What follows belongs to an exercise in optimizing a design on an open flow for small area, a short achievable clock period and few clock cycles per item; a production flow would make more cautious choices. RTL that was checked went through simulation tests only; none was proved equivalent to the original. Power figures rest on the tool's default switching activity, not on a simulated workload.

==> run K <==
// multiplier
module multiplier #(
    parameter WIDTH = 32
)(
    input  logic                   clk,
    input  logic                   rst_n,
    input  logic                   start,
    input  logic [WIDTH-1:0]       a,
    input  logic [WIDTH-1:0]       b,
    output logic [2*WIDTH-1:0]     result,
    output logic                   done
);
export LEC_CHECK = 0
export ABC_AREA = 1
export CAP_MARGIN = 20
export CORE_MARGIN = 2
export CORE_UTILIZATION = 40
export GPL_TIMING_DRIVEN = 0
export SLEW_MARGIN = 20
export SYNTH_HIERARCHICAL = 1
export SYNTH_MINIMUM_KEEP_SIZE = 0
create_clock -name core_clock -period 5.0 [get_ports {clk}]
run.sh (not shown) runs the stock make flow with config.mk's settings and CLKGATE_MAP_FILE= SYNTH_SCRIPT=/design/flow/synth_recipe.tcl, a recipe that flattens the netlist after the stock synthesis.
==> inputs of run R, as changes to run K <==
--- a/flow/design.v
+++ b/flow/design.v
@@ -471,12 +471,12 @@
   mul_fa s1_u222 (.x(s1_s219), .y(s1_c206), .z(s1_c207), .s(s1_s222), .c(s1_c222));
   wire s1_s223, s1_c223;
   mul_fa s1_u223 (.x(s1_c208), .y(s1_s220), .z(s1_s221), .s(s1_s223), .c(s1_c223));
   wire s1_s224, s1_c224;
   mul_fa s1_u224 (.x(s1_c209), .y(s1_s222), .z(s1_s223), .s(s1_s224), .c(s1_c224));
-  wire s1_s225, s1_c225;
-  mul_fa s1_u225 (.x(1'b1), .y((a[1] & b[31])), .z(bp[10][13]), .s(s1_s225), .c(s1_c225));
+  wire s1_s225 = ~((a[1] & b[31]) ^ bp[10][13]);
+  wire s1_c225 = (a[1] & b[31]) | bp[10][13];
   wire s1_s226, s1_c226;
   mul_fa s1_u226 (.x(bp[11][11]), .y(bp[12][9]), .z(bp[13][7]), .s(s1_s226), .c(s1_c226));
   wire s1_s227, s1_c227;
   mul_fa s1_u227 (.x(bp[14][5]), .y(bp[15][3]), .z(bp[1][31]), .s(s1_s227), .c(s1_c227));
   wire s1_s228, s1_c228;
@@ -499,12 +499,12 @@
   mul_fa s1_u236 (.x(s1_s231), .y(s1_s232), .z(s1_s233), .s(s1_s236), .c(s1_c236));
   wire s1_s237, s1_c237;
   mul_fa s1_u237 (.x(s1_c220), .y(s1_s234), .z(s1_c221), .s(s1_s237), .c(s1_c237));
   wire s1_s238, s1_c238;
   mul_fa s1_u238 (.x(s1_s235), .y(s1_s236), .z(s1_c222), .s(s1_s238), .c(s1_c238));
-  wire s1_s239, s1_c239;
-  mul_fa s1_u239 (.x(1'b1), .y((a[2] & b[31])), .z(bp[10][14]), .s(s1_s239), .c(s1_c239));
+  wire s1_s239 = ~((a[2] & b[31]) ^ bp[10][14]);
+  wire s1_c239 = (a[2] & b[31]) | bp[10][14];
   wire s1_s240, s1_c240;
   mul_fa s1_u240 (.x(bp[11][12]), .y(bp[12][10]), .z(bp[13][8]), .s(s1_s240), .c(s1_c240));
   wire s1_s241, s1_c241;
   mul_fa s1_u241 (.x(bp[14][6]), .y(bp[15][4]), .z(bp[1][32]), .s(s1_s241), .c(s1_c241));
   wire s1_s242, s1_c242;
@@ -553,12 +553,12 @@
   mul_fa s1_u263 (.x(s1_s258), .y(s1_s259), .z(s1_s260), .s(s1_s263), .c(s1_c263));
   wire s1_s264, s1_c264;
   mul_fa s1_u264 (.x(s1_c248), .y(s1_c249), .z(s1_s261), .s(s1_s264), .c(s1_c264));
   wire s1_s265, s1_c265;
   mul_fa s1_u265 (.x(s1_s262), .y(s1_s263), .z(s1_c250), .s(s1_s265), .c(s1_c265));
-  wire s1_s266, s1_c266;
-  mul_fa s1_u266 (.x(1'b1), .y((a[4] & b[31])), .z(bp[10][16]), .s(s1_s266), .c(s1_c266));
+  wire s1_s266 = ~((a[4] & b[31]) ^ bp[10][16]);
+  wire s1_c266 = (a[4] & b[31]) | bp[10][16];
   wire s1_s267, s1_c267;
   mul_fa s1_u267 (.x(bp[11][14]), .y(bp[12][12]), .z(bp[13][10]), .s(s1_s267), .c(s1_c267));
   wire s1_s268, s1_c268;
   mul_fa s1_u268 (.x(bp[14][8]), .y(bp[15][6]), .z(bp[2][32]), .s(s1_s268), .c(s1_c268));
   wire s1_s269, s1_c269;
@@ -578,11 +578,11 @@
   wire s1_s276, s1_c276;
   mul_fa s1_u276 (.x(s1_s272), .y(s1_s273), .z(s1_c261), .s(s1_s276), .c(s1_c276));
   wire s1_s277, s1_c277;
   mul_fa s1_u277 (.x(s1_c262), .y(s1_s274), .z(s1_c263), .s(s1_s277), .c(s1_c277));
   wire s1_s278, s1_c278;
-  mul_fa s1_u278 (.x(s1_s275), .y(s1_s276), .z(s1_c264), .s(s1_s278), .c(s1_c278));
+  mul_fa s1_u278 (.x(s1_s275), .y(s1_c264), .z(s1_s276), .s(s1_s278), .c(s1_c278));
   wire s1_s279, s1_c279;
   mul_fa s1_u279 (.x((a[5] & b[31])), .y(bp[10][17]), .z(bp[11][15]), .s(s1_s279), .c(s1_c279));
   wire s1_s280, s1_c280;
   mul_fa s1_u280 (.x(bp[12][13]), .y(bp[13][11]), .z(bp[14][9]), .s(s1_s280), .c(s1_c280));
   wire s1_s281, s1_c281;
@@ -603,12 +603,12 @@
   mul_fa s1_u288 (.x(s1_c273), .y(s1_s284), .z(s1_s285), .s(s1_s288), .c(s1_c288));
   wire s1_s289, s1_c289;
   mul_fa s1_u289 (.x(s1_s286), .y(s1_c274), .z(s1_c275), .s(s1_s289), .c(s1_c289));
   wire s1_s290, s1_c290;
   mul_fa s1_u290 (.x(s1_s287), .y(s1_s288), .z(s1_c276), .s(s1_s290), .c(s1_c290));
-  wire s1_s291, s1_c291;
-  mul_fa s1_u291 (.x(1'b1), .y((a[6] & b[31])), .z(bp[10][18]), .s(s1_s291), .c(s1_c291));
+  wire s1_s291 = ~((a[6] & b[31]) ^ bp[10][18]);
+  wire s1_c291 = (a[6] & b[31]) | bp[10][18];
   wire s1_s292, s1_c292;
   mul_fa s1_u292 (.x(bp[11][16]), .y(bp[12][14]), .z(bp[13][12]), .s(s1_s292), .c(s1_c292));
   wire s1_s293, s1_c293;
   mul_fa s1_u293 (.x(bp[14][10]), .y(bp[15][8]), .z(bp[3][32]), .s(s1_s293), .c(s1_c293));
   wire s1_s294, s1_c294;
@@ -651,12 +651,12 @@
   mul_fa s1_u312 (.x(s1_s308), .y(s1_s309), .z(s1_c299), .s(s1_s312), .c(s1_c312));
   wire s1_s313, s1_c313;
   mul_fa s1_u313 (.x(s1_s310), .y(s1_c300), .z(s1_s311), .s(s1_s313), .c(s1_c313));
   wire s1_s314, s1_c314;
   mul_fa s1_u314 (.x(s1_c301), .y(s1_s312), .z(s1_s313), .s(s1_s314), .c(s1_c314));
-  wire s1_s315, s1_c315;
-  mul_fa s1_u315 (.x(1'b1), .y((a[8] & b[31])), .z(bp[10][20]), .s(s1_s315), .c(s1_c315));
+  wire s1_s315 = ~((a[8] & b[31]) ^ bp[10][20]);
+  wire s1_c315 = (a[8] & b[31]) | bp[10][20];
   wire s1_s316, s1_c316;
   mul_fa s1_u316 (.x(bp[11][18]), .y(bp[12][16]), .z(bp[13][14]), .s(s1_s316), .c(s1_c316));
   wire s1_s317, s1_c317;
   mul_fa s1_u317 (.x(bp[14][12]), .y(bp[15][10]), .z(bp[4][32]), .s(s1_s317), .c(s1_c317));
   wire s1_s318, s1_c318;
@@ -695,12 +695,12 @@
   mul_fa s1_u334 (.x(s1_s330), .y(s1_s331), .z(s1_s332), .s(s1_s334), .c(s1_c334));
   wire s1_s335, s1_c335;
   mul_fa s1_u335 (.x(s1_c322), .y(s1_c323), .z(s1_s333), .s(s1_s335), .c(s1_c335));
   wire s1_s336, s1_c336;
   mul_fa s1_u336 (.x(s1_s334), .y(s1_c324), .z(s1_s335), .s(s1_s336), .c(s1_c336));
-  wire s1_s337, s1_c337;
-  mul_fa s1_u337 (.x(1'b1), .y((a[10] & b[31])), .z(bp[10][22]), .s(s1_s337), .c(s1_c337));
+  wire s1_s337 = ~((a[10] & b[31]) ^ bp[10][22]);
+  wire s1_c337 = (a[10] & b[31]) | bp[10][22];
   wire s1_s338, s1_c338;
   mul_fa s1_u338 (.x(bp[11][20]), .y(bp[12][18]), .z(bp[13][16]), .s(s1_s338), .c(s1_c338));
   wire s1_s339, s1_c339;
   mul_fa s1_u339 (.x(bp[14][14]), .y(bp[15][12]), .z(bp[5][32]), .s(s1_s339), .c(s1_c339));
   wire s1_s340, s1_c340;
@@ -737,12 +737,12 @@
   mul_fa s1_u355 (.x(s1_c342), .y(s1_c343), .z(s1_s352), .s(s1_s355), .c(s1_c355));
   wire s1_s356, s1_c356;
   mul_fa s1_u356 (.x(s1_s353), .y(s1_c344), .z(s1_s354), .s(s1_s356), .c(s1_c356));
   wire s1_s357, s1_c357;
   mul_fa s1_u357 (.x(s1_c345), .y(s1_s355), .z(s1_c346), .s(s1_s357), .c(s1_c357));
-  wire s1_s358, s1_c358;
-  mul_fa s1_u358 (.x(1'b1), .y((a[12] & b[31])), .z(bp[10][24]), .s(s1_s358), .c(s1_c358));
+  wire s1_s358 = ~((a[12] & b[31]) ^ bp[10][24]);
+  wire s1_c358 = (a[12] & b[31]) | bp[10][24];
   wire s1_s359, s1_c359;
   mul_fa s1_u359 (.x(bp[11][22]), .y(bp[12][20]), .z(bp[13][18]), .s(s1_s359), .c(s1_c359));
   wire s1_s360, s1_c360;
   mul_fa s1_u360 (.x(bp[14][16]), .y(bp[15][14]), .z(bp[6][32]), .s(s1_s360), .c(s1_c360));
   wire s1_s361, s1_c361;
@@ -774,13 +774,13 @@
   wire s1_s374, s1_c374;
   mul_fa s1_u374 (.x(s1_c362), .y(s1_c363), .z(s1_s371), .s(s1_s374), .c(s1_c374));
   wire s1_s375, s1_c375;
   mul_fa s1_u375 (.x(s1_s372), .y(s1_s373), .z(s1_c364), .s(s1_s375), .c(s1_c375));
   wire s1_s376, s1_c376;
-  mul_fa s1_u376 (.x(s1_c365), .y(s1_s374), .z(s1_s375), .s(s1_s376), .c(s1_c376));
-  wire s1_s377, s1_c377;
-  mul_fa s1_u377 (.x(1'b1), .y((a[14] & b[31])), .z(bp[10][26]), .s(s1_s377), .c(s1_c377));
+  mul_fa s1_u376 (.x(s1_c365), .y(s1_s374), .z(s1_c366), .s(s1_s376), .c(s1_c376));
+  wire s1_s377 = ~((a[14] & b[31]) ^ bp[10][26]);
+  wire s1_c377 = (a[14] & b[31]) | bp[10][26];
   wire s1_s378, s1_c378;
   mul_fa s1_u378 (.x(bp[11][24]), .y(bp[12][22]), .z(bp[13][20]), .s(s1_s378), .c(s1_c378));
   wire s1_s379, s1_c379;
   mul_fa s1_u379 (.x(bp[14][18]), .y(bp[15][16]), .z(bp[7][32]), .s(s1_s379), .c(s1_c379));
   wire s1_s380, s1_c380;
@@ -808,13 +808,13 @@
   wire s1_s391, s1_c391;
   mul_fa s1_u391 (.x(s1_s388), .y(s1_c380), .z(s1_c381), .s(s1_s391), .c(s1_c391));
   wire s1_s392, s1_c392;
   mul_fa s1_u392 (.x(s1_s389), .y(s1_s390), .z(s1_c382), .s(s1_s392), .c(s1_c392));
   wire s1_s393, s1_c393;
-  mul_fa s1_u393 (.x(s1_c383), .y(s1_s391), .z(s1_s392), .s(s1_s393), .c(s1_c393));
-  wire s1_s394, s1_c394;
-  mul_fa s1_u394 (.x(1'b1), .y((a[16] & b[31])), .z(bp[10][28]), .s(s1_s394), .c(s1_c394));
+  mul_fa s1_u393 (.x(s1_c383), .y(s1_s391), .z(s1_c384), .s(s1_s393), .c(s1_c393));
+  wire s1_s394 = ~((a[16] & b[31]) ^ bp[10][28]);
+  wire s1_c394 = (a[16] & b[31]) | bp[10][28];
   wire s1_s395, s1_c395;
   mul_fa s1_u395 (.x(bp[11][26]), .y(bp[12][24]), .z(bp[13][22]), .s(s1_s395), .c(s1_c395));
   wire s1_s396, s1_c396;
   mul_fa s1_u396 (.x(bp[14][20]), .y(bp[15][18]), .z(bp[8][32]), .s(s1_s396), .c(s1_c396));
   wire s1_s397, s1_c397;
@@ -839,12 +839,12 @@
   mul_fa s1_u406 (.x(s1_s402), .y(s1_s403), .z(s1_s404), .s(s1_s406), .c(s1_c406));
   wire s1_s407, s1_c407;
   mul_fa s1_u407 (.x(s1_c397), .y(s1_c398), .z(s1_s405), .s(s1_s407), .c(s1_c407));
   wire s1_s408, s1_c408;
   mul_fa s1_u408 (.x(s1_s406), .y(s1_c399), .z(s1_s407), .s(s1_s408), .c(s1_c408));
-  wire s1_s409, s1_c409;
-  mul_fa s1_u409 (.x(1'b1), .y((a[18] & b[31])), .z(bp[10][30]), .s(s1_s409), .c(s1_c409));
+  wire s1_s409 = ~((a[18] & b[31]) ^ bp[10][30]);
+  wire s1_c409 = (a[18] & b[31]) | bp[10][30];
   wire s1_s410, s1_c410;
   mul_fa s1_u410 (.x(bp[11][28]), .y(bp[12][26]), .z(bp[13][24]), .s(s1_s410), .c(s1_c410));
   wire s1_s411, s1_c411;
   mul_fa s1_u411 (.x(bp[14][22]), .y(bp[15][20]), .z(bp[9][32]), .s(s1_s411), .c(s1_c411));
   wire s1_s412, s1_c412;
@@ -867,12 +867,12 @@
   mul_fa s1_u420 (.x(s1_s417), .y(s1_c412), .z(s1_c413), .s(s1_s420), .c(s1_c420));
   wire s1_s421, s1_c421;
   mul_fa s1_u421 (.x(s1_s418), .y(s1_s419), .z(s1_c414), .s(s1_s421), .c(s1_c421));
   wire s1_s422, s1_c422;
   mul_fa s1_u422 (.x(s1_s420), .y(s1_c415), .z(s1_s421), .s(s1_s422), .c(s1_c422));
-  wire s1_s423, s1_c423;
-  mul_fa s1_u423 (.x(1'b1), .y((a[20] & b[31])), .z(bp[10][32]), .s(s1_s423), .c(s1_c423));
+  wire s1_s423 = ~((a[20] & b[31]) ^ bp[10][32]);
+  wire s1_c423 = (a[20] & b[31]) | bp[10][32];
   wire s1_s424, s1_c424;
   mul_fa s1_u424 (.x(bp[11][30]), .y(bp[12][28]), .z(bp[13][26]), .s(s1_s424), .c(s1_c424));
   wire s1_s425, s1_c425;
   mul_fa s1_u425 (.x(bp[14][24]), .y(bp[15][22]), .z(s1_c416), .s(s1_s425), .c(s1_c425));
   wire s1_s426, s1_c426;
@@ -891,12 +891,12 @@
   mul_fa s1_u432 (.x(s1_s429), .y(s1_s430), .z(s1_c425), .s(s1_s432), .c(s1_c432));
   wire s1_s433, s1_c433;
   mul_fa s1_u433 (.x(s1_c426), .y(s1_s431), .z(s1_c427), .s(s1_s433), .c(s1_c433));
   wire s1_s434, s1_c434;
   mul_fa s1_u434 (.x(s1_s432), .y(s1_c428), .z(s1_s433), .s(s1_s434), .c(s1_c434));
-  wire s1_s435, s1_c435;
-  mul_fa s1_u435 (.x(1'b1), .y((a[22] & b[31])), .z(bp[11][32]), .s(s1_s435), .c(s1_c435));
+  wire s1_s435 = ~((a[22] & b[31]) ^ bp[11][32]);
+  wire s1_c435 = (a[22] & b[31]) | bp[11][32];
   wire s1_s436, s1_c436;
   mul_fa s1_u436 (.x(bp[12][30]), .y(bp[13][28]), .z(bp[14][26]), .s(s1_s436), .c(s1_c436));
   wire s1_s437, s1_c437;
   mul_fa s1_u437 (.x(bp[15][24]), .y(s1_c429), .z(s1_c430), .s(s1_s437), .c(s1_c437));
   wire s1_s438, s1_c438;
@@ -911,12 +911,12 @@
   mul_fa s1_u442 (.x(s1_c435), .y(s1_c436), .z(s1_s440), .s(s1_s442), .c(s1_c442));
   wire s1_s443, s1_c443;
   mul_fa s1_u443 (.x(s1_s441), .y(s1_c437), .z(s1_s442), .s(s1_s443), .c(s1_c443));
   wire s1_s444, s1_c444;
   mul_fa s1_u444 (.x(s1_c438), .y(s1_s443), .z(s1_c439), .s(s1_s444), .c(s1_c444));
-  wire s1_s445, s1_c445;
-  mul_fa s1_u445 (.x(1'b1), .y((a[24] & b[31])), .z(bp[12][32]), .s(s1_s445), .c(s1_c445));
+  wire s1_s445 = ~((a[24] & b[31]) ^ bp[12][32]);
+  wire s1_c445 = (a[24] & b[31]) | bp[12][32];
   wire s1_s446, s1_c446;
   mul_fa s1_u446 (.x(bp[13][30]), .y(bp[14][28]), .z(bp[15][26]), .s(s1_s446), .c(s1_c446));
   wire s1_s447, s1_c447;
   mul_fa s1_u447 (.x(s1_c440), .y(s1_c441), .z(s1_s445), .s(s1_s447), .c(s1_c447));
   wire s1_s448, s1_c448;
@@ -927,12 +927,12 @@
   mul_fa s1_u450 (.x(bp[15][27]), .y(~bn[12]), .z(s1_c445), .s(s1_s450), .c(s1_c450));
   wire s1_s451, s1_c451;
   mul_fa s1_u451 (.x(s1_c446), .y(s1_s449), .z(s1_c447), .s(s1_s451), .c(s1_c451));
   wire s1_s452, s1_c452;
   mul_fa s1_u452 (.x(s1_s450), .y(s1_c448), .z(s1_s451), .s(s1_s452), .c(s1_c452));
-  wire s1_s453, s1_c453;
-  mul_fa s1_u453 (.x(1'b1), .y((a[26] & b[31])), .z(bp[13][32]), .s(s1_s453), .c(s1_c453));
+  wire s1_s453 = ~((a[26] & b[31]) ^ bp[13][32]);
+  wire s1_c453 = (a[26] & b[31]) | bp[13][32];
   wire s1_s454, s1_c454;
   mul_fa s1_u454 (.x(bp[14][30]), .y(bp[15][28]), .z(s1_c449), .s(s1_s454), .c(s1_c454));
   wire s1_s455, s1_c455;
   mul_fa s1_u455 (.x(s1_s453), .y(s1_c450), .z(s1_s454), .s(s1_s455), .c(s1_c455));
   wire s1_s456, s1_c456;
@@ -941,22 +941,22 @@
   mul_fa s1_u457 (.x((a[27] & b[31])), .y(bp[14][31]), .z(bp[15][29]), .s(s1_s457), .c(s1_c457));
   wire s1_s458, s1_c458;
   mul_fa s1_u458 (.x(~bn[13]), .y(s1_c453), .z(s1_s457), .s(s1_s458), .c(s1_c458));
   wire s1_s459, s1_c459;
   mul_fa s1_u459 (.x(s1_c454), .y(s1_s458), .z(s1_c455), .s(s1_s459), .c(s1_c459));
-  wire s1_s460, s1_c460;
-  mul_fa s1_u460 (.x(1'b1), .y((a[28] & b[31])), .z(bp[14][32]), .s(s1_s460), .c(s1_c460));
+  wire s1_s460 = ~((a[28] & b[31]) ^ bp[14][32]);
+  wire s1_c460 = (a[28] & b[31]) | bp[14][32];
   wire s1_s461, s1_c461;
   mul_fa s1_u461 (.x(bp[15][30]), .y(s1_c457), .z(s1_s460), .s(s1_s461), .c(s1_c461));
   wire s1_s462, s1_c462;
   mul_fa s1_u462 (.x(s1_c458), .y(s1_s461), .z(s1_c459), .s(s1_s462), .c(s1_c462));
   wire s1_s463, s1_c463;
   mul_fa s1_u463 (.x((a[29] & b[31])), .y(bp[15][31]), .z(~bn[14]), .s(s1_s463), .c(s1_c463));
   wire s1_s464, s1_c464;
   mul_fa s1_u464 (.x(s1_c460), .y(s1_s463), .z(s1_c461), .s(s1_s464), .c(s1_c464));
-  wire s1_s465, s1_c465;
-  mul_fa s1_u465 (.x(1'b1), .y((a[30] & b[31])), .z(bp[15][32]), .s(s1_s465), .c(s1_c465));
+  wire s1_s465 = ~((a[30] & b[31]) ^ bp[15][32]);
+  wire s1_c465 = (a[30] & b[31]) | bp[15][32];
   wire s1_s466, s1_c466;
   mul_fa s1_u466 (.x(s1_c463), .y(s1_s465), .z(s1_c464), .s(s1_s466), .c(s1_c466));
   wire s1_s467, s1_c467;
   mul_fa s1_u467 (.x((a[31] & b[31])), .y(~bn[15]), .z(s1_c465), .s(s1_s467), .c(s1_c467));
   logic r0_0;
@@ -1180,12 +1180,12 @@
       r36_0 <= s1_s277;
       r36_1 <= s1_c265;
       r36_2 <= s1_s278;
       r37_0 <= s1_c277;
       r37_1 <= s1_s289;
-      r37_2 <= s1_c278;
-      r37_3 <= s1_s290;
+      r37_2 <= s1_s290;
+      r37_3 <= s1_c278;
       r38_0 <= s1_s301;
       r38_1 <= s1_c290;
       r38_2 <= s1_s302;
       r39_0 <= s1_c302;
       r39_1 <= s1_s314;
@@ -1200,18 +1200,18 @@
       r43_0 <= s1_s356;
       r43_1 <= s1_c347;
       r43_2 <= s1_s357;
       r44_0 <= s1_c357;
       r44_1 <= s1_s367;
-      r45_0 <= s1_c366;
-      r45_1 <= s1_c367;
-      r45_2 <= s1_s376;
+      r45_0 <= s1_s375;
+      r45_1 <= s1_s376;
+      r45_2 <= s1_c367;
       r46_0 <= s1_c376;
       r46_1 <= s1_s385;
-      r47_0 <= s1_c384;
-      r47_1 <= s1_c385;
-      r47_2 <= s1_s393;
+      r47_0 <= s1_s392;
+      r47_1 <= s1_s393;
+      r47_2 <= s1_c385;
       r48_0 <= s1_c393;
       r48_1 <= s1_s401;
       r49_0 <= s1_c400;
       r49_1 <= s1_s408;
       r49_2 <= s1_c401;
@@ -1678,10 +1678,30 @@
     output logic c
 );
   assign s = x ^ y ^ z;
   assign c = (x & y) | (x & z) | (y & z);
 endmodule
+module mul_faf (
+    input  logic x,
+    input  logic y,
+    input  logic z,
+    output logic s,
+    output logic c
+);
+  logic p;
+  mul_xor u_p (.x(x), .y(y), .s(p));
+  mul_xor u_s (.x(p), .y(z), .s(s));
+  mul_maj u_c (.x(x), .y(y), .z(z), .c(c));
+endmodule
+module mul_maj (
+    input  logic x,
+    input  logic y,
+    input  logic z,
+    output logic c
+);
+  assign c = (x & y) | (z & (x | y));
+endmodule
 module mul_xor (
     input  logic x,
     input  logic y,
     output logic s
 );
==> flow/flow/run.sh (new file) <==
#!/bin/bash
# The standard layout (the standard.sh, unchanged synthesis), except that
# the input and output ports are buffered with sky130_fd_sc_hd__buf_2 cells
# instead of the delay cells that buffer_ports picks by default.
set -o pipefail
export BUFFER_PORTS_ARGS="-buffer_cell sky130_fd_sc_hd__buf_2"
bash standard.sh > standard.log 2>&1
==> flow/standard.sh (new file) <==
#!/bin/bash
# synth_recipe.tcl (not shown) runs the flow's synth.tcl, then flattens the netlist and writes it again
# the make line also repeats each setting of config.mk as NAME=value (left out here)
make -C /OpenROAD-flow-scripts/flow DESIGN_CONFIG=/design/flow/config.mk WORK_HOME=/design/flow/orfs CLKGATE_MAP_FILE= SYNTH_SCRIPT=/design/flow/synth_recipe.tcl "${@:-finish}"
removed: flow/run.sh
==> inputs of run B, as changes to run K <==
- GPL_TIMING_DRIVEN: 0 -> default
==> comparison <==
Run B passed the timing, DRC and antenna checks. Run R completed and failed the layout checks on negative setup slack. Run K completed and failed the layout checks on negative setup slack.
The highest hold slack belongs to run B, the lowest to run R.
Final cell count, highest first: run K, run B, run R.
Setup slack: run R < run K < run B.
Global-route usage, lowest first: run B, run K, run R.
In run R the synthesized cell count is higher than in run B, by about 0.35%.
The lowest design area belongs to run R, the highest to run B.
The lowest power belongs to run R, the highest to run B.
The lowest non-clock buffer count belongs to run R, the highest to run K.
Testbench counts of run K, summed over its fixed seeds: cycles 1,280, items 1,280.
Testbench counts of run B, summed over its fixed seeds: cycles 1,280, items 1,280.
Function not checked in run R: the RTL went through the layout flow alone.

re-timing with driven ports:
The results above use ideal ports. As a check the final layouts listed here were re-extracted and re-timed, cells and wires unchanged.
Step 1: set_driving_cell puts a clkbuf_16 on clk and a buf_2 on each other input, an assumption about the parent block.
Step 2, shift: input delay + t, output delay - t, t = (earliest + latest rising clock arrival at the registers) / 2. This alone moves slack from input paths to output paths.
Three values: no drivers, after step 1, after step 2; two values: the first two.
run	t (ns)	setup WS [ns]	clock arrival spread, ns	worst slew at a driven data input, ns
run K	0.554	-0.074 / -0.037 / -0.590	0.014 / 0.014	0.07
run R	0.548	-0.084 / -0.044 / -0.593	0.023 / 0.023	0.08
run B	0.560	0.065 / 0.053 / -0.453	0.024 / 0.024	0.17
Met with ideal ports but missed after step 2: setup timing in run B. The setup slack of run B, which loses most, moves by -0.012 ns with the drivers and by -0.518 ns with both steps.
